Context: an optimization exercise on an open-source flow, tuned for small area, a short achievable clock period and few clock cycles. The choices shown serve that exercise and are no tape-out recipe.
The RTL was checked by simulation tests, not by an equivalence proof against the original design.
Power is estimated from default activity; no workload was simulated.

==> flow/design.v (outline; a module is shown in full before it is edited, if it fits) <==
// module mul_csa: 918 lines
// module register_file: 35 lines
// module ks_add: 32 lines
// module ALU: 19 lines
// module mips_core: 130 lines
module mips_core
( input  wire        clk,
  input  wire        rst_n,
  output wire [31:0] imem_addr,
  input  wire [31:0] imem_rdata,
  output wire [31:0] dmem_addr,
  output wire [31:0] dmem_wdata,
  output wire        dmem_we,
  input  wire [31:0] dmem_rdata
);
  // ...
==> flow/flow/run.sh <==
#!/bin/bash
# The standard layout, with ORFS's repair_timing asked to keep a larger
# setup margin than the 22 ns clock needs, so that it works on the period the
# design achieves. The constraints and the clock period are the standard flow's own.
set -euo pipefail
bash standard.sh SETUP_SLACK_MARGIN=16.2 finish > standard_flow.log 2>&1
==> flow/standard.sh <==
#!/bin/bash
# synth_recipe.tcl (not shown) runs the flow's synth.tcl, then flattens the netlist and writes it again
# the make line also repeats each setting of config.mk as NAME=value (left out here)
make -C /OpenROAD-flow-scripts/flow DESIGN_CONFIG=/design/flow/config.mk WORK_HOME=/design/flow/orfs CLKGATE_MAP_FILE= SYNTH_SCRIPT=/design/flow/synth_recipe.tcl "${@:-finish}"
==> flow/config.mk <==
export PLATFORM = sky130hd
export DESIGN_NAME = mips_core
export DESIGN_NICKNAME = mips_core
export VERILOG_FILES = /design/flow/design.v
export SDC_FILE = /design/flow/constraint.sdc
export NUM_CORES = 4
export LEC_CHECK = 0
export ABC_AREA = 1
export ABC_CLOCK_PERIOD_IN_PS = 2500
export CAP_MARGIN = 20
export CORE_MARGIN = 2
export CORE_UTILIZATION = 55
export PLACE_DENSITY = 0.7
export SLEW_MARGIN = 20
==> flow/constraint.sdc <==
create_clock -name core_clock -period 22.0 [get_ports {clk}]
set_input_delay 4.4000 -clock core_clock [delete_from_list [all_inputs] [get_ports {clk}]]
set_output_delay 4.4000 -clock core_clock [all_outputs]
set_load 0.01 [all_outputs]
==> qor.yml, run 1 <==
cells_and_area:
  fin_cells: 10224
  top_register: "rf.bank"
  comb.multi_input.count: 4958
  seq_area_um2: 38300
  clock_buffers: 180
  largest_class: "flip-flops and latches"
detailed_routing:
  routed_via_density: 6.93
  drt-total-wl_mm: 341
setup_path:
  endpoint_kind: "output pin"
  worst_path_largest_cell_delay_ns: 0.45
placement:
  place_ws_ns: 15.42
power:
  ir_drop_v: 0.000340
  p_sw_mw: 3.33
  p_clk_share_pct: 27.5
  intPower_mw: 5.59
  p_seq_share_pct: 33.0
outcome:
  status: "finished clean"
floorplanning:
  fp.dieArea_um2: 141000
  rows: 136
sta:
  period_share_pct: 26.4
  fmax_mhz: 172
yosys:
  synth_cell_type_count: 60
  yosys.area_share.simple_pct: 13.1
  async_flop_share_pct: 5.05
  synth_edf_count: 1130
worst_hold_path:
  min-delay-start: "e_lw"
grt:
  grt_use_met1_pct: 58.9
clock_tree:
  cts.repair_timing.setup_buffer_count: 29
Testbench counts, summed over its fixed seeds: cycles 16,365.
==> run 2: changes to the inputs <==
--- a/flow/config.mk
+++ b/flow/config.mk
@@ -12,2 +12,4 @@
 export CORE_UTILIZATION = 55
+export CTS_CLUSTER_DIAMETER = 80
+export CTS_CLUSTER_SIZE = 20
 export PLACE_DENSITY = 0.7
==> qor.yml, run 2 <==
detailed_routing:
  wl_per_cell_um: 33.6  # was 33.4 um
  drc: 0  # unchanged
  routed_via_density: 6.93  # about the same
  dr.pass1.iters: 14  # unchanged
  drt-total-wl_mm: 339  # was 341 mm
  ant_nets: 0  # unchanged
  drtIter0Drc: 14489  # was 15012
  via_count: 69836  # was 70866
sta:
  fin_hold_ws_ns: 0.456  # was 0.440 ns
  slew_violations: 0  # unchanged
  period_needed_ns: 5.99  # was 5.81 ns
  setup_viol: 0  # unchanged
  fin_skew_ns: 0.0689  # was 0.0497 ns
  setup_slack_ns: 16.01  # was 16.19 ns
  hold_viol: 0  # unchanged
  slew_headroom_pct: 17.9  # was 17.8%
  fin_tns_setup_ns: 0  # unchanged
  fmax_mhz: 167  # was 172 MHz
  period_share_pct: 27.2  # was 26.4%
  tightest_slew_ns: 1.23  # about the same
  grt_setup_unrepaired: "true"  # unchanged
outcome:
  status: "finished clean"  # unchanged
cells_and_area:
  drive_above_1_share_pct: 6.66  # was 8.16%
  mostFrequentLayoutCell: "inv_1"  # unchanged
  final_cell_mix: "1460 x inv_1, 1246 x o22ai_1, 1130 x edfxtp_1"  # unchanged
  fin_area_um2: 82300  # was 84600 um2
  top_register: "rf.bank"  # unchanged
  largest_reg_flops: 1024  # unchanged
  utilization_pct: 60.1  # was 61.8%
  fillCellCount: 11674  # was 11461
  seq_area_um2: 38200  # was 38300 um2
  multi_input_area_um2: 30800  # about the same
  area.growth.synth_to_final_pct: 8.76  # was 11.8%
  nets: 8632  # was 8692
  fin_cells: 10080  # was 10224
worst_hold_path:
  holdCritPathClass: "reg2reg"  # unchanged
yosys:
  ys_top_cells_by_area: "edfxtp_1 45%, o22ai_1 10%, inv_1 7.3%"  # unchanged
  syn_avg_cell_area_um2: 9.21  # unchanged
  async_flop_share_pct: 5.05  # unchanged
  synth_most_common_cell: "inv_1"  # unchanged
  syn_inst: 8216  # unchanged
  synth_common_cells: "1467 x inv_1, 1246 x o22ai_1, 1143 x nand2_1, 1130 x edfxtp_1, 846 x nor2_1"  # unchanged
  synth_area_leader_cell: "edfxtp_1"  # unchanged
  synth_edf_count: 1130  # unchanged
  ys_seq_elements: 1326  # unchanged
  netlist_area_um2: 75700  # unchanged
  synth_seq_area_share_pct: 50.5  # unchanged
  yosysWarnings: 5  # unchanged
  ys.flop_type: "edfxtp_1"  # unchanged
  synth_cell_type_count: 60  # unchanged
  yosysTopAreaCellShare_pct: 44.8  # unchanged
floorplanning:
  die_x_um: 375  # unchanged
  rows: 136  # unchanged
  fp.dieArea_um2: 141000  # unchanged
  die_h_um: 375  # unchanged
  core-area_um2: 137000  # unchanged
  io_pins: 163  # unchanged
  start_util_pct: 55.2  # unchanged
clock_tree:
  cts_hold_buf: 0  # unchanged
  clkTransAtPathRegs_ns: 0.09  # was 0.06 ns
  cts_tree: "done"  # unchanged
  clk_latency_ns: 0.80  # was 0.85 ns
  cts_buffer_depth: 3  # unchanged
  htreeDepth: 3  # was 4
  numCtsBuffers: 81  # was 141
  root_buffer: "clkbuf_16"  # unchanged
  cts_sinks: 1326  # unchanged
power:
  p_total_mw: 8.06  # was 8.92 mW
  combPwrFrac_pct: 43.4  # was 39.4%
  switching_share_pct: 39.2  # was 37.3%
  intPower_mw: 4.90  # was 5.59 mW
  p_per_area_nw_per_um2: 97.9  # was 105 nW/um2
  total_leakage_power_nw: 36.2  # was 37.3 nW
  p_seq_share_pct: 36.4  # was 33.0%
  ir_drop_v: 0.000343  # was 0.000340 V
  p_sw_mw: 3.16  # was 3.33 mW
  p_clk_share_pct: 20.1  # was 27.5%
grt:
  grt_pass1_wl_mm: 465  # was 468 mm
  antenna_found_initial: 21  # was 14
  gr-total-overflow: 0  # unchanged
  grt_pass1_vias: 64624  # was 65528
  track_usage_pct: 46.7  # was 47.1%
  grt_max_degree: 84  # unchanged
placement:
  place_ws_ns: 15.42  # unchanged
  place.gp.congestion: 1.04  # unchanged
  io_buffers: 160  # unchanged
  dpl.cell_count: 9901  # unchanged
  dp_hpwl_mm: 193  # unchanged
  dpl_cell_area_um2: 79500  # unchanged
setup_path:
  ff2ff_setup_slack_ns: 16.01  # was 16.21 ns
  crit_family: "simple AND/OR/NAND/NOR gates"  # was flip-flops
  worst_path_largest_cell_delay_ns: 0.58  # was 0.45 ns
  crit_chain: "nand2_4 > buf_4 > o22ai_1 > nor2_1 > nand4_1 > nand3b_1 > nand2_1 > o21ai_0 > xor2_1 > ha_1 > a21oi_1 > o21ai_0 > nand2_1 > nand2_1 > inv_1 > o21ai_0 > a21oi_1 > nand2_1 > nand2_1 > nand3_1 > nand2_1 > o21ai_0 > nand2_1"  # was buf_6
  crit_arrival_ns: 6.61  # was 1.41 ns
  crit_slowest_cell: "nand3b_1"  # was dfrtp_2
  endpoint_kind: "flop"  # was output pin
  cp-start-kind: "flop"  # unchanged
  crit_top_cell: "nand2_1"
  critPathKind: "reg2reg"  # was reg2out
  cp_num_buf_inv: 2  # was 1
  cp.required_ns: 22.62  # was 17.60 ns
  path_max_fanout: 19  # was 2
run:
  cap_violations: 0  # unchanged
-- run 2: cell counts after synthesis --
No cell type changed its count.
-- run 2: worst paths after layout --
| path | from | to | depth (start not counted) |
|---|---|---|---|
| max | rf.valid[15] | m_res[25] | 23 |
| min | e_lw | m_ld | 2 |
| max reg2reg | rf.valid[15] | m_res[25] | 23 |
| min reg2reg | e_lw | m_ld | 2 |
| max in group asynchronous | rst_n | pc[22] | 1 |
| min in group asynchronous | rst_n | pc[28] | 1 |
-- run 2: what timing repair did --
| action | in CTS | in global routing |
|---|---|---|
| cloned | 0 | 2 |
| setup endpoints to repair | 124 | 85 |
| pin swaps | 0 | 1 |
| resized for setup | 220 | 54 |
| setup buffers | 29 | 13 |
-- run 2: routing by layer --
| metal | global-route usage (%) | share of wire [%] | routed length (um) |
|---|---|---|---|
| met5 | 0.995 | 0.079 | 267 |
| met4 | 35.8 | 10 | 34600 |
| met3 | 20.1 | 19 | 63200 |
| met2 | 63.1 | 39 | 131000 |
| met1 | 58.7 | 32 | 110000 |
-- run 2: cell type report --
cell class / count / area share [%]
Sequential cell: 1326 / 46.5
Multi-Input combinational cell: 4958 / 37.4
Inverter: 1529 / 7.03
Timing Repair Buffer: 338 / 3.40
Tap cell: 1794 / 2.73
Clock buffer: 97 / 2.61
Clock inverter: 20 / 0.295
Antenna cell: 17 / 0.0517
Timing Repair inverter: 1 / 0.00760
-- run 2: cells by family after synthesis --
kind of cell,count (synthesis),synth area share (%)
simple gates,2414,13.1
buf+inv,1934,9.92
compound gates,1811,14.4
flops,1326,50.5
xor+xnor,399,4.62
fa+ha+maj,331,7.45
other cells,1,0.00496
-- run 2: worst min-delay path: stages, from the launching register on --
cell      delay (ns)
edfxtp_1        0.33
inv_1           0.04
nor2_1          0.06
-- run 2: power groups by stage --
stage | logic, mW | registers [mW] | clock network, mW
after global routing | 3.81 | 2.94 | 1.68
final | 3.50 | 2.94 | 1.62
after detailed placement | 3.27 | 3.02 | 0
after global placement | 3.22 | 3.02 | 0
after CTS | 3.36 | 2.93 | 1.59
after floorplan | 2.01 | 2.98 | 0
==> run 3: changes to the inputs <==
--- a/flow/flow/run.sh
+++ b/flow/flow/run.sh
@@ -5,2 +5,2 @@
 set -euo pipefail
-bash standard.sh SETUP_SLACK_MARGIN=16.2 finish > standard_flow.log 2>&1
+bash standard.sh SETUP_SLACK_MARGIN=16.35 finish > standard_flow.log 2>&1
==> qor.yml, run 3 <==
run:
  cap_violations: 0  # unchanged
detailed_routing:
  met1_length_mm: 113  # was 110 mm
  dr.pass1.iters: 10  # was 14
  drtIter0Drc: 15097  # was 14489
  routed_via_density: 6.92  # was 6.93
  drt-total-wl_mm: 342  # was 339 mm
  ant_nets: 0  # unchanged
  dr.max_layer_used: "met5"  # unchanged
  wl_per_cell_um: 33.8  # was 33.6 um
  wl_met2_mm: 133  # was 131 mm
  drc: 0  # unchanged
  wl_met3_mm: 62.3  # was 63.2 mm
  via_count: 69965  # was 69836
clock_tree:
  clk_latency_ns: 0.79  # was 0.80 ns
  cts_buffer_depth: 3  # unchanged
  htreeDepth: 3  # unchanged
  root_buffer: "clkbuf_16"  # unchanged
  cts_hold_buf: 0  # unchanged
  numCtsBuffers: 82  # was 81
  cts_tree: "done"  # unchanged
  cts_sinks: 1326  # unchanged
  clkTransAtPathRegs_ns: 0.09  # about the same
yosys:
  synth_cell_type_count: 60  # unchanged
  synth_common_cells: "1467 x inv_1, 1246 x o22ai_1, 1143 x nand2_1, 1130 x edfxtp_1, 846 x nor2_1"  # unchanged
  ys_seq_elements: 1326  # unchanged
  syn_inst: 8216  # unchanged
  ys_top_cells_by_area: "edfxtp_1 45%, o22ai_1 10%, inv_1 7.3%"  # unchanged
  async_flop_share_pct: 5.05  # unchanged
  synth_seq_area_share_pct: 50.5  # unchanged
  syn_avg_cell_area_um2: 9.21  # unchanged
  synth_edf_count: 1130  # unchanged
  synth_area_leader_cell: "edfxtp_1"  # unchanged
  yosysTopAreaCellShare_pct: 44.8  # unchanged
  netlist_area_um2: 75700  # unchanged
  yosysWarnings: 5  # unchanged
  synth_most_common_cell: "inv_1"  # unchanged
  ys.flop_type: "edfxtp_1"  # unchanged
cells_and_area:
  nets: 8655  # was 8632
  fillCellCount: 11565  # was 11674
  fin_area_um2: 82700  # was 82300 um2
  area.growth.synth_to_final_pct: 9.26  # was 8.76%
  top_register: "rf.bank"  # unchanged
  mostFrequentLayoutCell: "inv_1"  # unchanged
  final_cell_mix: "1459 x inv_1, 1246 x o22ai_1, 1130 x edfxtp_1"  # was 1460 x inv_1, 1246 x o22ai_1, 1130 x edfxtp_1
  largest_reg_flops: 1024  # unchanged
  drive_above_1_share_pct: 7.96  # was 6.66%
power:
  total_leakage_power_nw: 36.2  # about the same
  p_per_area_nw_per_um2: 99.7  # was 97.9 nW/um2
  ir_drop_v: 0.000304  # was 0.000343 V
sta:
  period_needed_ns: 5.75  # was 5.99 ns
  fin_tns_setup_ns: 0  # unchanged
  period_share_pct: 26.1  # was 27.2%
  tightest_slew_ns: 1.29  # was 1.23 ns
  grt_setup_unrepaired: "true"  # unchanged
  slew_violations: 0  # unchanged
  fin_skew_ns: 0.0624  # was 0.0689 ns
  hold_viol: 0  # unchanged
  slew_headroom_pct: 14.0  # was 17.9%
  fmax_mhz: 174  # was 167 MHz
  setup_viol: 0  # unchanged
setup_path:
  endpoint_kind: "output pin"  # was flop
  crit_slowest_cell: "dfrtp_2"  # was nand3b_1
  critPathCapture: "imem_addr[26]"  # was m_res[25]
  critPathKind: "reg2out"  # was reg2reg
  path_max_fanout: 2  # was 19
  cp.required_ns: 17.60  # was 22.62 ns
  cp-start-kind: "flop"  # unchanged
  crit_arrival_ns: 1.35  # was 6.61 ns
  crit_family: "flip-flops"  # was simple AND/OR/NAND/NOR gates
  reg2reg_from: "sel_b[27]"  # was rf.valid[15]
  rr_worst_depth: 23  # unchanged
  worst_path_largest_cell_delay_ns: 0.46  # was 0.58 ns
  cp-startpoint: "pc[26]"  # was rf.valid[15]
  cp_num_cells: 1  # was 23
  cp_num_buf_inv: 1  # was 2
  crit_chain: "buf_6"  # was nand2_4 > buf_4 > o22ai_1 > nor2_1 > nand4_1 > nand3b_1 > nand2_1 > o21ai_0 > xor2_1 > ha_1 > a21oi_1 > o21ai_0 > nand2_1 > nand2_1 > inv_1 > o21ai_0 > a21oi_1 > nand2_1 > nand2_1 > nand3_1 > nand2_1 > o21ai_0 > nand2_1
  r2r-end: "m_res[28]"  # was m_res[25]
  ff2ff_setup_slack_ns: 16.26  # was 16.01 ns
grt:
  antenna_found_initial: 18  # was 21
  grt_pass1_vias: 65034  # was 64624
  gr-total-overflow: 0  # unchanged
  grt_max_degree: 69  # was 84
  grt_pass1_wl_mm: 469  # was 465 mm
  track_usage_pct: 47.3  # was 46.7%
placement:
  dpl_cell_area_um2: 79400  # was 79500 um2
  io_buffers: 160  # unchanged
  dp_hpwl_mm: 195  # was 193 mm
  place.gp.congestion: 1.02  # was 1.04
outcome:
  status: "finished clean"  # unchanged
floorplanning:
  io_pins: 163  # unchanged
  die_h_um: 375  # unchanged
  rows: 136  # unchanged
  start_util_pct: 55.2  # unchanged
  fp.dieArea_um2: 141000  # unchanged
  die_x_um: 375  # unchanged
  core-area_um2: 137000  # unchanged
worst_hold_path:
  worstHoldPathCells: 2  # unchanged
  holdCritPathClass: "reg2reg"  # unchanged
## run 3: cell counts after synthesis
No cell type changed its count.
## run 3: stage by stage
stage / utilization (%) / hold slack, ns / std cells / total power [mW] / worst slack [ns]
2_1_floorplan: - / 0.408 / 8217 / 5.00 / 16.35
3_3_place_gp: 58.0 / 0.462 / 9909 / 6.35 / 14.66
3_5_place_dp: 58.0 / 0.470 / 9909 / 6.38 / 14.58
4_1_cts: 59.9 / 0.492 / 10069 / 8.04 / 16.22
5_1_grt: 60.3 / 0.514 / 10093 / 8.60 / 16.23
6_report: 60.4 / 0.485 / 10109 / 8.24 / 16.25
## run 3: worst min path at each step
stage                      start     end
final                       e_sw    m_st
after CTS                   e_lw    m_ld
after floorplan           m_mul1  m_mul2
after global routing        e_lw    m_ld
after global placement      e_lw    m_ld
after detailed placement    e_lw    m_ld
## run 3: kinds of logic after synthesis
logic type | share of synthesized area (%)
simple gates | 13.1
compound gates | 14.4
buf+inv | 9.92
fa+ha+maj | 7.45
other cells | 0.00496
xor+xnor | 4.62
flops | 50.5
## run 3: timing repair
action / 4_1_cts / 5_1_grt
setup buffers: 36 / 18
pin swaps: 0 / 7
cloned: 2 / 1
endpoints found under the hold margin: 0 / 0
gates resized for setup: 469 / 99
setup endpoints to repair: 158 / 128
## run 3: metal layers
metal  vias to the layer above  track usage (%)
met1                     32493             59.4
li1                      27977                -
met4                        20             33.6
met3                      2109             21.3
met2                      7366             64.5
met5                         -            0.137
## run 3: area by class of cell
| cell class | instances | area [um2] | area share, % |
|---|---|---|---|
| Tap cell | 1794 | 2240 | 2.71 |
| Clock buffer | 100 | 2180 | 2.64 |
| Timing Repair Buffer | 360 | 3120 | 3.77 |
| Clock inverter | 22 | 273 | 0.330 |
| Antenna cell | 19 | 47.5 | 0.0575 |
| Timing Repair inverter | 2 | 13.8 | 0.0166 |
| Inverter | 1529 | 5780 | 6.99 |
| Multi-Input combinational cell | 4957 | 30800 | 37.2 |
| Sequential cell | 1326 | 38300 | 46.3 |
## run 3: power by group
group	switching [mW]	internal, mW	total, mW
sequential	0.0878	2.86	2.95
combinational	2.26	1.38	3.64
clock	0.924	0.730	1.65
total	3.27	4.97	8.24
==> module register_file, before the edit <==
module register_file (
    input  wire        clk,
    input  wire        rst_n,
    input  wire [31:0] sel1,
    input  wire [31:0] sel2,
    output reg  [31:0] rd1,
    output reg  [31:0] rd2,
    input  wire        we,
    input  wire [4:0]  wa,
    input  wire [31:0] wd
);
    reg [31:0] bank [0:31];
    reg [31:0] valid;
    integer i;
    always @(posedge clk) begin
        for (i = 0; i < 32; i = i + 1)
            if (we && wa == i) bank[i] <= wd;
    end
    always @(posedge clk or negedge rst_n) begin
        if (!rst_n)
            valid <= 32'b0;
        else if (we)
            valid[wa] <= 1'b1;
    end
    wire [31:0] s1 = sel1 & valid;
    wire [31:0] s2 = sel2 & valid;
    always @(*) begin
        rd1 = 32'b0;
        rd2 = 32'b0;
        for (i = 0; i < 32; i = i + 1) begin
            rd1 = rd1 | (bank[i] & {32{s1[i]}});
            rd2 = rd2 | (bank[i] & {32{s2[i]}});
        end
    end
endmodule
==> module mips_core, before the edit <==
module mips_core
( input  wire        clk,
  input  wire        rst_n,
  output wire [31:0] imem_addr,
  input  wire [31:0] imem_rdata,
  output wire [31:0] dmem_addr,
  output wire [31:0] dmem_wdata,
  output wire        dmem_we,
  input  wire [31:0] dmem_rdata
);
reg  [31:2] pc;
reg  [31:0] ir;
reg         ir_v;
reg  [31:0] sel_a, sel_b;    
assign imem_addr = {pc, 2'b00};
wire [5:0] f_op = imem_rdata[31:26];
wire [5:0] f_fn = imem_rdata[5:0];
wire f_rtype = (f_op == 6'b000000);
wire f_addi  = (f_op == 6'b001000);
wire f_lw    = (f_op == 6'b100011);
wire f_sw    = (f_op == 6'b101011);
wire f_beq   = (f_op == 6'b000100);
wire f_jump  = (f_op == 6'b000010);
wire [31:0] f_sel_a = 32'b1 << imem_rdata[25:21];
wire [31:0] f_sel_b = 32'b1 << imem_rdata[20:16];
reg e_rtype, e_lw, e_sw, e_beq, e_wr, e_mul, e_sub, use_rs, use_rt;
reg [1:0] e_sel;             
wire [4:0] rs = ir[25:21];
wire [4:0] rt = ir[20:16];
wire [4:0] rd = ir[15:11];
wire [4:0] e_wa = e_rtype ? rd : rt;
reg         m_wr;       
reg         m_st;       
reg         m_ld;
reg         m_mul1;     
reg         m_mul2;     
reg  [4:0]  m_wa;
reg  [31:0] m_res;      
reg  [31:0] m_x;        
reg  [31:0] o_addr;     
reg  [31:0] o_wdata;    
wire [31:0] rf_a, rf_b;
wire        m_late = m_ld | m_mul2;
wire        eq_a   = (m_wa == rs);
wire        eq_b   = (m_wa == rt);
wire        hit_a  = m_wr & eq_a;
wire        hit_b  = m_wr & eq_b;
wire        dep    = (use_rs & eq_a) | (use_rt & eq_b);
wire        stall  = ir_v & ((m_mul1 & (e_wr | dep)) | (m_late & m_wr & dep));
wire [31:0] a = hit_a ? m_res : rf_a;
wire [31:0] b = hit_b ? m_res : rf_b;
wire [31:0] sx = {{16{ir[15]}}, ir[15:0]};
wire [31:0] alu_b = e_rtype ? b : sx;
wire [31:0] alu_y;
ALU alu (.a(a), .b(alu_b), .sub(e_sub), .sel(e_sel), .y(alu_y));
wire go       = ir_v & ~stall;
wire br_taken = go & e_beq & (a == b);
wire [31:2] br_target = pc + sx[29:0];    
wire [31:0] mul_s, mul_c;
mul_csa mulcsa (.a(m_x), .b(m_res), .s(mul_s), .c(mul_c));
wire [31:0] mul_y;
wire        mul_co;
ks_add #(32) muladd (.a(m_res), .b(m_x), .ci(1'b0), .s(mul_y), .co(mul_co));
wire [31:0] wb    = m_ld ? dmem_rdata : m_mul2 ? mul_y : m_res;
register_file rf (
    .clk(clk), .rst_n(rst_n),
    .sel1(sel_a), .sel2(sel_b), .rd1(rf_a), .rd2(rf_b),
    .we(m_wr), .wa(m_wa), .wd(wb)
);
assign dmem_addr  = o_addr;
assign dmem_wdata = o_wdata;
assign dmem_we    = m_st;
wire [31:2] pc_inc;
genvar k;
generate
    for (k = 2; k < 32; k = k + 1) begin : inc
        if (k == 2) begin : b0
            assign pc_inc[k] = ~pc[k];
        end else begin : bn
            assign pc_inc[k] = pc[k] ^ (&pc[k-1:2]);
        end
    end
endgenerate
wire [31:2] pc_seq  = stall ? pc : br_taken ? br_target : pc_inc;
wire        take_j  = f_jump & ~stall & ~br_taken;
wire [31:2] pc_next = take_j ? {pc[31:28], imem_rdata[25:0]} : pc_seq;
always @(posedge clk or negedge rst_n) begin
    if (!rst_n) begin
        pc     <= 30'b0;
        ir_v   <= 1'b0;
        m_wr   <= 1'b0;
        m_st   <= 1'b0;
        m_mul1 <= 1'b0;
        m_mul2 <= 1'b0;
    end else begin
        pc     <= pc_next;
        ir_v   <= stall ? ir_v : ~br_taken;
        m_wr   <= (go & e_wr & ~e_mul) | m_mul1;
        m_st   <= go & e_sw;
        m_mul1 <= go & e_mul;
        m_mul2 <= m_mul1;
    end
end
always @(posedge clk) begin
    if (!stall) begin
        ir      <= imem_rdata;
        sel_a   <= f_sel_a;
        sel_b   <= f_sel_b;
        e_rtype <= f_rtype;
        e_lw    <= f_lw;
        e_sw    <= f_sw;
        e_beq   <= f_beq;
        e_wr    <= f_rtype | f_addi | f_lw;
        e_mul   <= f_rtype & (f_fn == 6'b011100);
        e_sub   <= f_rtype & ((f_fn == 6'b100010) | (f_fn == 6'b101010));
        e_sel   <= ~f_rtype                ? 2'd0 :
                   (f_fn == 6'b100100)     ? 2'd1 :
                   (f_fn == 6'b100101)     ? 2'd2 :
                   (f_fn == 6'b101010)     ? 2'd3 : 2'd0;
        use_rs  <= f_rtype | f_addi | f_lw | f_sw | f_beq;
        use_rt  <= f_rtype | f_sw | f_beq;
    end
    m_ld    <= e_lw & ~m_mul1;
    if (!m_mul1) m_wa <= e_wa;
    m_res   <= m_mul1 ? mul_s : e_mul ? b : alu_y;
    m_x     <= m_mul1 ? mul_c : a;
    o_addr  <= alu_y;
    o_wdata <= b;
end
endmodule
==> run 4: changes to the inputs <==
--- a/flow/design.v
+++ b/flow/design.v
@@ -920,3 +920,2 @@
     input  wire        clk,
-    input  wire        rst_n,
     input  wire [31:0] sel1,
@@ -930,3 +929,2 @@
     reg [31:0] bank [0:31];
-    reg [31:0] valid;
     integer i;
@@ -936,10 +934,2 @@
     end
-    always @(posedge clk or negedge rst_n) begin
-        if (!rst_n)
-            valid <= 32'b0;
-        else if (we)
-            valid[wa] <= 1'b1;
-    end
-    wire [31:0] s1 = sel1 & valid;
-    wire [31:0] s2 = sel2 & valid;
     always @(*) begin
@@ -948,4 +938,4 @@
         for (i = 0; i < 32; i = i + 1) begin
-            rd1 = rd1 | (bank[i] & {32{s1[i]}});
-            rd2 = rd2 | (bank[i] & {32{s2[i]}});
+            rd1 = rd1 | (bank[i] & {32{sel1[i]}});
+            rd2 = rd2 | (bank[i] & {32{sel2[i]}});
         end
@@ -1018,2 +1008,3 @@
 reg  [31:0] sel_a, sel_b;    
+reg  [31:0] valid;           
 assign imem_addr = {pc, 2'b00};
@@ -1069,3 +1060,3 @@
 register_file rf (
-    .clk(clk), .rst_n(rst_n),
+    .clk(clk),
     .sel1(sel_a), .sel2(sel_b), .rd1(rf_a), .rd2(rf_b),
@@ -1073,2 +1064,3 @@
 );
+wire [31:0] valid_nx = valid | ({31'b0, m_wr} << m_wa);
 assign dmem_addr  = o_addr;
@@ -1098,2 +1090,3 @@
         m_mul2 <= 1'b0;
+        valid  <= 32'b0;
     end else begin
@@ -1105,2 +1098,3 @@
         m_mul2 <= m_mul1;
+        valid  <= valid_nx;
     end
@@ -1108,6 +1102,6 @@
 always @(posedge clk) begin
+    sel_a <= (stall ? (32'b1 << rs) : f_sel_a) & valid_nx;
+    sel_b <= (stall ? (32'b1 << rt) : f_sel_b) & valid_nx;
     if (!stall) begin
         ir      <= imem_rdata;
-        sel_a   <= f_sel_a;
-        sel_b   <= f_sel_b;
         e_rtype <= f_rtype;
--- a/flow/flow/run.sh
+++ b/flow/flow/run.sh
@@ -5,2 +5,2 @@
 set -euo pipefail
-bash standard.sh SETUP_SLACK_MARGIN=16.35 finish > standard_flow.log 2>&1
+bash standard.sh SETUP_SLACK_MARGIN=16.3 finish > standard_flow.log 2>&1
==> qor.yml, run 4 <==
floorplanning:
  io_pins: 163  # unchanged
  start_util_pct: 55.4  # was 55.2%
  die_x_um: 371  # was 375 um
  die_h_um: 371  # was 375 um
  core-area_um2: 133000  # was 137000 um2
  fp.dieArea_um2: 137000  # was 141000 um2
  rows: 134  # was 136
setup_path:
  crit_arrival_ns: 1.34  # was 1.35 ns
  crit_slowest_cell: "dfrtp_2"  # unchanged
  cp.required_ns: 17.60  # about the same
  crit_family: "flip-flops"  # unchanged
  cp_num_buf_inv: 1  # unchanged
  crit_chain: "buf_6"  # unchanged
  rr_worst_depth: 21  # was 23
  endpoint_kind: "output pin"  # unchanged
  critPathKind: "reg2out"  # unchanged
  worst_path_largest_cell_delay_ns: 0.45  # was 0.46 ns
  cp_num_cells: 1  # unchanged
  cp-start-kind: "flop"  # unchanged
  path_max_fanout: 2  # unchanged
sta:
  fin_tns_setup_ns: 0  # unchanged
  period_needed_ns: 5.74  # was 5.75 ns
  fin_hold_ws_ns: 0.466  # was 0.485 ns
  fmax_mhz: 174  # about the same
  hold_viol: 0  # unchanged
  slew_violations: 0  # unchanged
  fin_skew_ns: 0.0753  # was 0.0624 ns
  slew_headroom_pct: 15.3  # was 14.0%
  setup_viol: 0  # unchanged
  grt_setup_unrepaired: "true"  # unchanged
  period_share_pct: 26.1  # about the same
  tightest_slew_ns: 1.26  # was 1.29 ns
yosys:
  synth_edf_count: 1066  # was 1130
  async_flop_share_pct: 5.05  # unchanged
  ys_top_cells_by_area: "edfxtp_1 43%, nand2_1 15%, fa_1 5.4%"  # was edfxtp_1 45%, o22ai_1 10%, inv_1 7.3%
  ys_seq_elements: 1326  # unchanged
  syn_inst: 8219  # was 8216
  synth_common_cells: "2974 x nand2_1, 1066 x edfxtp_1, 608 x inv_1, 362 x nor2_1, 361 x xor2_1"  # was 1467 x inv_1, 1246 x o22ai_1, 1143 x nand2_1, 1130 x edfxtp_1, 846 x nor2_1
  netlist_area_um2: 73900  # was 75700 um2
  synth_most_common_cell: "nand2_1"  # was inv_1
  yosysWarnings: 5  # unchanged
  ys.flop_type: "edfxtp_1"  # unchanged
  synth_cell_type_count: 70  # was 60
  synth_area_leader_cell: "edfxtp_1"  # unchanged
  syn_avg_cell_area_um2: 8.99  # was 9.21 um2
  synth_seq_area_share_pct: 50.8  # was 50.5%
  yosysTopAreaCellShare_pct: 43.3  # was 44.8%
grt:
  gr-total-overflow: 0  # unchanged
  grt_use_met2_pct: 65.3  # was 64.5%
  grt.busiest_layer: "met2"  # unchanged
  grt_use_met1_pct: 63.1  # was 59.4%
  grt_pass1_wl_mm: 468  # was 469 mm
  antenna_found_initial: 12  # was 18
  grt_pass1_vias: 63057  # was 65034
  use_met3_pct: 22.8  # was 21.3%
  grt_max_degree: 104  # was 69
  track_usage_pct: 49.0  # was 47.3%
cells_and_area:
  nets: 8706  # was 8655
  area.growth.synth_to_final_pct: 10.0  # was 9.26%
  top_register: "rf.bank"  # unchanged
  fin_area_um2: 81300  # was 82700 um2
  utilization_pct: 60.9  # was 60.4%
  seq_area_um2: 37800  # was 38300 um2
  largest_reg_flops: 1024  # unchanged
  drive_above_1_share_pct: 9.22  # was 7.96%
  mostFrequentLayoutCell: "nand2_1"  # was inv_1
  final_cell_mix: "2959 x nand2_1, 1066 x edfxtp_1, 599 x inv_1"  # was 1459 x inv_1, 1246 x o22ai_1, 1130 x edfxtp_1
  fin_cells: 10139  # was 10109
  multi_input_area_um2: 32700  # was 30800 um2
  fillCellCount: 11377  # was 11565
power:
  total_leakage_power_nw: 33.5  # was 36.2 nW
  ir_drop_v: 0.000225  # was 0.000304 V
  p_per_area_nw_per_um2: 102  # was 99.7 nW/um2
worst_hold_path:
  worstHoldPathCells: 2  # unchanged
  holdCritPathClass: "reg2reg"  # unchanged
clock_tree:
  cts_tree: "done"  # unchanged
  numCtsBuffers: 83  # was 82
  clk_latency_ns: 0.80  # was 0.79 ns
  root_buffer: "clkbuf_16"  # unchanged
  clkTransAtPathRegs_ns: 0.09  # about the same
  cts_sinks: 1326  # unchanged
  cts_hold_buf: 0  # unchanged
  htreeDepth: 3  # unchanged
  cts_buffer_depth: 3  # unchanged
placement:
  dpl.cell_count: 9931  # was 9909
  io_buffers: 160  # unchanged
  place.gp.congestion: 1.03  # was 1.02
  dpl_cell_area_um2: 77800  # was 79400 um2
  dp_hpwl_mm: 209  # was 195 mm
detailed_routing:
  wl_per_cell_um: 34.0  # was 33.8 um
  dr.pass1.iters: 13  # was 10
  ant_nets: 0  # unchanged
  via_count: 68911  # was 69965
  drt-total-wl_mm: 345  # was 342 mm
  drtIter0Drc: 14124  # was 15097
  drc: 0  # unchanged
  routed_via_density: 6.80  # was 6.92
run:
  cap_violations: 0  # unchanged
outcome:
  status: "finished clean"  # unchanged
==> run 4: tightest hold or removal path: cells and delay by family (launching register included) <==
family / cells / cell delay [ns]
DFF: 1 / 0.34
and+or+nand+nor: 1 / 0.06
buffers and inverters: 1 / 0.04
==> run 4: kinds of logic (layout without fill, tap and decap cells) <==
| kind of cell | after synthesis | in the layout | share of synthesized area (%) |
|---|---|---|---|
| AOI/OAI and AO/OA | 1102 | 1102 | 9.18 |
| xor gates and xnor gates | 403 | 403 | 4.78 |
| adders and majority gates | 324 | 324 | 7.51 |
| buffers and inverters | 1059 | 1198 | 5.52 |
| DFF | 1326 | 1326 | 50.8 |
| other | 1 | 14 | 0.00508 |
| and+or+nand+nor | 4004 | 4004 | 22.2 |
==> run 4: through the flow <==
| step | worst slack [ns] | power [mW] |
|---|---|---|
| global placement | 15.14 | 6.31 |
| CTS | 16.08 | 8.01 |
| finish | 16.26 | 8.28 |
| detailed placement | 15.09 | 6.31 |
| global route | 16.18 | 8.57 |
| floorplan | 16.31 | 4.81 |
==> run 4: per-layer routing <==
layer	part of all wire (%)	up-vias	routed length, um
met3	19	1820	65100
li1	-	27820	-
met4	9.0	15	30900
met1	34	32252	116000
met2	38	7004	132000
met5	0.10	-	352
==> run 4: final cells by class <==
class,count,area share (%)
repair buffers,402,4.11
diodes,12,0.0369
clock inverters,24,0.513
inverters,668,3.17
flip-flops and latches,1326,46.5
well taps,1768,2.72
multi-input cells,5835,40.3
clock buffers,104,2.70
==> run 4: final timing paths <==
path,slack (ns),end,start
worst max register to register,16.32,m_res[28],sel_a[4]
max in group asynchronous,17.43,m_mul1,rst_n
worst min register to register,0.47,m_ld,e_lw
worst min-delay path,0.47,m_ld,e_lw
worst max-delay path,16.26,imem_addr[21],pc[21]
min in group asynchronous,3.81,pc[17],rst_n
==> run 4: power by group <==
part           switching (mW)  internal [mW]  total, mW  leakage, nW
logic                    2.35           1.32       3.67         20.1
registers              0.0790           2.83       2.90         12.1
clock network           0.928          0.784       1.71         1.26
total                    3.35           4.93       8.28         33.5
==> run 4: repair_timing <==
action / in CTS / in global routing
gates cloned: 0 / 2
endpoints found under the setup margin: 154 / 131
resized for setup: 421 / 162
pin swaps: 1 / 3
buffers inserted: 36 / 30
Testbench counts of run 4, summed over its fixed seeds: cycles 16,365.
==> run 5: changes to the inputs <==
--- a/flow/flow/run.sh
+++ b/flow/flow/run.sh
@@ -5,2 +5,2 @@
 set -euo pipefail
-bash standard.sh SETUP_SLACK_MARGIN=16.3 finish > standard_flow.log 2>&1
+bash standard.sh SETUP_SLACK_MARGIN=16.45 finish > standard_flow.log 2>&1
==> qor.yml, run 5 <==
yosys:
  synth_most_common_cell: "nand2_1"  # unchanged
  syn_inst: 8219  # unchanged
  yosysWarnings: 5  # unchanged
  synth_common_cells: "2974 x nand2_1, 1066 x edfxtp_1, 608 x inv_1, 362 x nor2_1, 361 x xor2_1"  # unchanged
  synth_edf_count: 1066  # unchanged
  netlist_area_um2: 73900  # unchanged
  ys_seq_elements: 1326  # unchanged
  synth_area_leader_cell: "edfxtp_1"  # unchanged
  synth_seq_area_share_pct: 50.8  # unchanged
  yosysTopAreaCellShare_pct: 43.3  # unchanged
  synth_cell_type_count: 70  # unchanged
  syn_avg_cell_area_um2: 8.99  # unchanged
  ys.flop_type: "edfxtp_1"  # unchanged
  ys_top_cells_by_area: "edfxtp_1 43%, nand2_1 15%, fa_1 5.4%"  # unchanged
  async_flop_share_pct: 5.05  # unchanged
power:
  ir_drop_v: 0.000142  # was 0.000225 V
  p_per_area_nw_per_um2: 101  # was 102 nW/um2
  combPwrFrac_pct: 44.8  # was 44.3%
  p_clk_share_pct: 20.1  # was 20.7%
  p_seq_share_pct: 35.2  # was 35.1%
  p_sw_mw: 3.33  # was 3.35 mW
  switching_share_pct: 40.3  # was 40.5%
  total_leakage_power_nw: 33.8  # was 33.5 nW
  intPower_mw: 4.94  # was 4.93 mW
setup_path:
  ff2ff_setup_slack_ns: 16.44  # was 16.32 ns
  r2r-end: "m_res[15]"  # was m_res[28]
  reg2reg_from: "sel_b[24]"  # was sel_a[4]
  worst_path_largest_cell_delay_ns: 0.45  # about the same
  critPathKind: "reg2out"  # unchanged
  endpoint_kind: "output pin"  # unchanged
  cp.required_ns: 17.60  # about the same
  rr_worst_depth: 22  # was 21
  crit_chain: "buf_6"  # unchanged
  cp_num_buf_inv: 1  # unchanged
  path_max_fanout: 2  # unchanged
  crit_arrival_ns: 1.32  # was 1.34 ns
  crit_slowest_cell: "dfrtp_2"  # unchanged
  cp-start-kind: "flop"  # unchanged
  crit_family: "flip-flops"  # unchanged
detailed_routing:
  drtIter0Drc: 14119  # was 14124
  drt-total-wl_mm: 343  # was 345 mm
  routed_via_density: 6.82  # was 6.80
  via_count: 69457  # was 68911
  drc: 0  # unchanged
  dr.pass1.iters: 9  # was 13
  wl_per_cell_um: 33.7  # was 34.0 um
  ant_nets: 0  # unchanged
cells_and_area:
  area.growth.synth_to_final_pct: 11.1  # was 10.0%
  drive_above_1_share_pct: 10.5  # was 9.22%
  seq_area_um2: 37800  # about the same
  final_cell_mix: "2950 x nand2_1, 1066 x edfxtp_1, 595 x inv_1"  # was 2959 x nand2_1, 1066 x edfxtp_1, 599 x inv_1
  mostFrequentLayoutCell: "nand2_1"  # unchanged
  utilization_pct: 61.5  # was 60.9%
  top_register: "rf.bank"  # unchanged
  largest_reg_flops: 1024  # unchanged
  fillCellCount: 11435  # was 11377
  multi_input_area_um2: 32900  # was 32700 um2
  nets: 8740  # was 8706
sta:
  slew_violations: 0  # unchanged
  fmax_mhz: 175  # was 174 MHz
  period_share_pct: 26.0  # was 26.1%
  fin_skew_ns: 0.0821  # was 0.0753 ns
  fin_tns_setup_ns: 0  # unchanged
  slew_headroom_pct: 20.3  # was 15.3%
  period_needed_ns: 5.72  # was 5.74 ns
  hold_viol: 0  # unchanged
  tightest_slew_ns: 1.20  # was 1.26 ns
  setup_viol: 0  # unchanged
  grt_setup_unrepaired: "true"  # unchanged
clock_tree:
  cts_hold_buf: 0  # unchanged
  clk_latency_ns: 0.77  # was 0.80 ns
  clkTransAtPathRegs_ns: 0.09  # about the same
  htreeDepth: 3  # unchanged
  numCtsBuffers: 82  # was 83
  cts_tree: "done"  # unchanged
  cts_sinks: 1326  # unchanged
  root_buffer: "clkbuf_16"  # unchanged
  cts_buffer_depth: 3  # unchanged
floorplanning:
  die_x_um: 371  # unchanged
  io_pins: 163  # unchanged
  rows: 134  # unchanged
  core-area_um2: 133000  # unchanged
  die_h_um: 371  # unchanged
  fp.dieArea_um2: 137000  # unchanged
  start_util_pct: 55.4  # unchanged
placement:
  place.gp.congestion: 1.04  # was 1.03
  dp_hpwl_mm: 211  # was 209 mm
  io_buffers: 160  # unchanged
grt:
  grt_pass1_vias: 63920  # was 63057
  grt_pass1_wl_mm: 470  # was 468 mm
  track_usage_pct: 48.9  # was 49.0%
  grt_max_degree: 87  # was 104
  antenna_found_initial: 27  # was 12
  gr-total-overflow: 0  # unchanged
worst_hold_path:
  min-delay-start: "valid[0]"  # was e_lw
  worstHoldPathCells: 2  # unchanged
  hold_end: "valid[0]"  # was m_ld
  holdCritPathClass: "reg2reg"  # unchanged
run:
  cap_violations: 0  # unchanged
outcome:
  status: "finished clean"  # unchanged
==> run 5: worst max-delay path by stage <==
stage / cells past startpoint / start / to
floorplan: 12 / imem_rdata[29] / pc[16]
global placement: 11 / imem_rdata[28] / pc[3]
detailed placement: 11 / imem_rdata[29] / pc[24]
CTS: 20 / m_res[1] / m_x[31]
global route: 1 / pc[19] / imem_addr[19]
finish: 1 / pc[20] / imem_addr[20]
==> run 5: layout make-up <==
| type | instances | area share (%) |
|---|---|---|
| well taps | 1768 | 2.69 |
| multi-input cells | 5835 | 40.0 |
| flip-flops and latches | 1326 | 46.1 |
| clock buffers | 100 | 2.63 |
| clock inverters | 25 | 0.427 |
| diodes | 27 | 0.0823 |
| inverters | 668 | 3.18 |
| repair buffers | 437 | 4.87 |
==> run 5: tightest hold or removal path, stage by stage (launching register included) <==
cell	delay, ns
dfrtp_1	0.33
nor2_1	0.06
inv_1	0.05
==> run 5: per-stage QoR <==
step | instances | cell area [um2] | power, mW | setup slack (ns) | hold WS, ns
5_1_grt | 10159 | 82000 | 8.54 | 16.26 | 0.504
4_1_cts | 10114 | 80900 | 7.96 | 16.19 | 0.464
3_3_place_gp | 9942 | 77900 | 6.29 | 15.07 | 0.434
6_report | 10186 | 82100 | 8.27 | 16.28 | 0.469
2_1_floorplan | 8220 | 73900 | 4.81 | 16.35 | 0.372
3_5_place_dp | 9944 | 77900 | 6.29 | 15.01 | 0.445
==> run 5: repair_timing <==
item,4_1_cts,5_1_grt
endpoints found under the setup margin,172,365
buffers inserted,45,35
gates cloned,0,5
resized for setup,570,191
pin swaps,0,20
==> run 5: power by group through the flow <==
stage               logic (mW)  registers [mW]  clock network [mW]
finish                    3.70            2.91                1.66
global route              3.91            2.91                1.72
CTS                       3.42            2.90                1.64
detailed placement        3.32            2.98                   0
global placement          3.32            2.98                   0
floorplan                 1.87            2.94                   0
==> run 5: kinds of logic (layout without fill, tap and decap cells) <==
family / Yosys count / after routing / share of synthesized area (%)
AND/OR/NAND/NOR: 4004 / 4004 / 22.2
other: 1 / 29 / 0.00508
buffers and inverters: 1059 / 1230 / 5.52
flip-flops: 1326 / 1326 / 50.8
adder cells (fa/ha/maj): 324 / 324 / 7.51
AO/OA/AOI/OAI: 1102 / 1102 / 9.18
XOR/XNOR: 403 / 403 / 4.78
==> run 5: per-layer routing <==
metal | share of wire (%) | global-route usage [%] | vias to the layer above
li1 | - | - | 27903
met1 | 33 | 62.5 | 32419
met2 | 39 | 65.3 | 7216
met3 | 19 | 22.8 | 1887
met4 | 8.9 | 33.2 | 32
met5 | 0.10 | 0.420 | -
==> run 6: changes to the inputs <==
--- a/flow/flow/run.sh
+++ b/flow/flow/run.sh
@@ -5,2 +5,2 @@
 set -euo pipefail
-bash standard.sh SETUP_SLACK_MARGIN=16.45 finish > standard_flow.log 2>&1
+bash standard.sh SETUP_SLACK_MARGIN=16.6 finish > standard_flow.log 2>&1
==> qor.yml, run 6 <==
outcome:
  status: "finished clean"  # unchanged
power:
  total_leakage_power_nw: 34.0  # was 33.8 nW
  ir_drop_v: 0.000184  # was 0.000142 V
  p_per_area_nw_per_um2: 100  # was 101 nW/um2
yosys:
  syn_avg_cell_area_um2: 8.99  # unchanged
  yosysWarnings: 5  # unchanged
  ys_seq_elements: 1326  # unchanged
  synth_seq_area_share_pct: 50.8  # unchanged
  synth_common_cells: "2974 x nand2_1, 1066 x edfxtp_1, 608 x inv_1, 362 x nor2_1, 361 x xor2_1"  # unchanged
  async_flop_share_pct: 5.05  # unchanged
  synth_cell_type_count: 70  # unchanged
  ys_top_cells_by_area: "edfxtp_1 43%, nand2_1 15%, fa_1 5.4%"  # unchanged
  synth_area_leader_cell: "edfxtp_1"  # unchanged
  ys.flop_type: "edfxtp_1"  # unchanged
  synth_most_common_cell: "nand2_1"  # unchanged
  syn_inst: 8219  # unchanged
  netlist_area_um2: 73900  # unchanged
  yosysTopAreaCellShare_pct: 43.3  # unchanged
  synth_edf_count: 1066  # unchanged
cells_and_area:
  nets: 8750  # was 8740
  largest_reg_flops: 1024  # unchanged
  top_register: "rf.bank"  # unchanged
  mostFrequentLayoutCell: "nand2_1"  # unchanged
  area.growth.synth_to_final_pct: 11.9  # was 11.1%
  final_cell_mix: "2940 x nand2_1, 1066 x edfxtp_1, 598 x inv_1"  # was 2950 x nand2_1, 1066 x edfxtp_1, 595 x inv_1
  fin_area_um2: 82700  # was 82100 um2
  drive_above_1_share_pct: 11.4  # was 10.5%
grt:
  grt_max_degree: 102  # was 87
  track_usage_pct: 49.6  # was 48.9%
  grt_use_met2_pct: 65.7  # was 65.3%
  grt_use_met1_pct: 62.7  # was 62.5%
  use_met3_pct: 24.8  # was 22.8%
  grt.busiest_layer: "met2"  # unchanged
  grt_pass1_wl_mm: 475  # was 470 mm
  grt_pass1_vias: 63881  # was 63920
  antenna_found_initial: 28  # was 27
  gr-total-overflow: 0  # unchanged
setup_path:
  crit_chain: "buf_2"  # was buf_6
  crit_arrival_ns: 1.34  # was 1.32 ns
  cp_num_buf_inv: 1  # unchanged
  crit_slowest_cell: "dfrtp_1"  # was dfrtp_2
  worst_path_largest_cell_delay_ns: 0.43  # was 0.45 ns
  cp.required_ns: 17.60  # about the same
  endpoint_kind: "output pin"  # unchanged
  path_max_fanout: 2  # unchanged
  crit_family: "flip-flops"  # unchanged
  cp-start-kind: "flop"  # unchanged
  critPathKind: "reg2out"  # unchanged
worst_hold_path:
  holdCritPathClass: "reg2reg"  # unchanged
sta:
  fmax_mhz: 174  # was 175 MHz
  slew_violations: 0  # unchanged
  hold_viol: 0  # unchanged
  grt_setup_unrepaired: "true"  # unchanged
  tightest_slew_ns: 1.27  # was 1.20 ns
  fin_skew_ns: 0.0927  # was 0.0821 ns
  period_needed_ns: 5.74  # was 5.72 ns
  period_share_pct: 26.1  # was 26.0%
  slew_headroom_pct: 15.2  # was 20.3%
  setup_viol: 0  # unchanged
  fin_tns_setup_ns: 0  # unchanged
placement:
  io_buffers: 160  # unchanged
  dpl_cell_area_um2: 77900  # about the same
  dp_hpwl_mm: 212  # was 211 mm
  place.gp.congestion: 1.04  # about the same
floorplanning:
  die_x_um: 371  # unchanged
  io_pins: 163  # unchanged
  core-area_um2: 133000  # unchanged
  rows: 134  # unchanged
  die_h_um: 371  # unchanged
  fp.dieArea_um2: 137000  # unchanged
  start_util_pct: 55.4  # unchanged
clock_tree:
  cts_hold_buf: 0  # unchanged
  htreeDepth: 3  # unchanged
  cts_sinks: 1326  # unchanged
  numCtsBuffers: 86  # was 82
  clk_latency_ns: 0.81  # was 0.77 ns
  cts_tree: "done"  # unchanged
  root_buffer: "clkbuf_16"  # unchanged
  cts_buffer_depth: 3  # unchanged
  clkTransAtPathRegs_ns: 0.09  # about the same
detailed_routing:
  drtIter0Drc: 14283  # was 14119
  ant_nets: 0  # unchanged
  wl_per_cell_um: 34.1  # was 33.7 um
  dr.pass1.iters: 15  # was 9
  via_count: 69938  # was 69457
  drc: 0  # unchanged
  routed_via_density: 6.85  # was 6.82
  drt-total-wl_mm: 348  # was 343 mm
run:
  cap_violations: 0  # unchanged
==> run 6: cell counts after synthesis <==
Identical to the previous run, type by type.
==> run 6: stage by stage <==
stage | total power, mW | util (%) | std cells | worst slack (ns) | hold slack, ns
floorplan | 4.81 | - | 8220 | 16.35 | 0.372
CTS | 8.03 | 61.1 | 10130 | 16.26 | 0.463
detailed placement | 6.25 | 58.4 | 9936 | 14.94 | 0.444
global route | 8.62 | 61.9 | 10182 | 16.19 | 0.470
global placement | 6.21 | 58.3 | 9933 | 14.93 | 0.435
finish | 8.30 | 62.0 | 10206 | 16.26 | 0.473
==> run 6: cells by family (layout without fill, tap and decap cells) <==
| logic type | count (synthesis) | in the layout | synth area share (%) |
|---|---|---|---|
| AO/OA/AOI/OAI | 1102 | 1102 | 9.18 |
| XOR/XNOR | 403 | 403 | 4.78 |
| adder cells (fa/ha/maj) | 324 | 324 | 7.51 |
| buffers and inverters | 1059 | 1252 | 5.52 |
| flip-flops | 1326 | 1326 | 50.8 |
| other | 1 | 26 | 0.00508 |
| AND/OR/NAND/NOR | 4004 | 4005 | 22.2 |
==> run 6: final cells by class <==
class | count | area (um2)
clock buffer | 108 | 2270
multi-input combinational | 5836 | 33300
tap | 1768 | 2210
antenna | 24 | 60.1
timing repair buffer | 442 | 3990
sequential | 1326 | 37800
clock inverter | 34 | 497
inverter | 668 | 2590
fill | 11245 | 50800
==> run 6: path summary, 6_finish.rpt <==
check	from	end	slack [ns]	cells past startpoint
max	pc[25]	imem_addr[25]	16.26	1
min	e_lw	m_ld	0.47	2
max reg2reg	m_res[3]	m_x[31]	16.40	23
min reg2reg	e_lw	m_ld	0.47	2
max in group asynchronous	rst_n	m_mul1	17.42	1
min in group asynchronous	rst_n	pc[17]	3.79	1
==> run 6: report_power, final <==
group / leakage [nW] / internal (mW) / switching, mW / total [mW]
logic: 20.6 / 1.34 / 2.29 / 3.63
registers: 12.1 / 2.83 / 0.0813 / 2.91
clock network: 1.33 / 0.805 / 0.958 / 1.76
total: 34.0 / 4.98 / 3.33 / 8.30
==> run 6: what timing repair did <==
action                                  in CTS  in global routing
cloned                                       1                  5
buffers inserted                            51                 44
gates resized for setup                    642                180
endpoints found under the hold margin        0                  0
endpoints found under the setup margin     673                284
pin swaps                                    6                 17
==> run 6: metal layers <==
metal | vias to the layer above | share of wire (%)
met3 | 1912 | 19
met4 | 28 | 9.3
met1 | 32690 | 33
met2 | 7380 | 38
met5 | - | 0.10
li1 | 27928 | -

==> afterwards: timing with drivers on the ports <==
The flow's constraints put no driver on any port. The routed layouts listed below were extracted and timed again, unchanged, in two steps.
Step 1: set_driving_cell puts a clkbuf_16 on clk and a buf_2 on each other input, an assumption about the parent block.
Step 2 also shifts input and output timing later by t, the mid clock arrival at the registers, as if the neighbouring blocks saw the same clock.
Slacks: ideal ports / drivers / drivers and shift; pairs: ideal ports / drivers.
run	shift t [ns]	setup slack, ns	hold slack, ns
run 1	0.908	16.193 / 16.104 / 15.442	0.440 / 0.440 / 0.440
run 2	0.846	16.012 / 16.012 / 15.455	0.456 / 0.456 / 0.456
run 3	0.840	16.250 / 16.167 / 15.544	0.485 / 0.485 / 0.485
run 4	0.846	16.265 / 16.177 / 15.497	0.466 / 0.466 / 0.466
run 5	0.811	16.275 / 16.192 / 15.636	0.469 / 0.469 / 0.469
run 6	0.849	16.262 / 16.173 / 15.791	0.473 / 0.473 / 0.473
After both steps setup and hold are still met in every run listed. For run 4, which loses most, drivers alone change the setup slack by -0.088 ns; drivers and shift together by -0.768 ns.
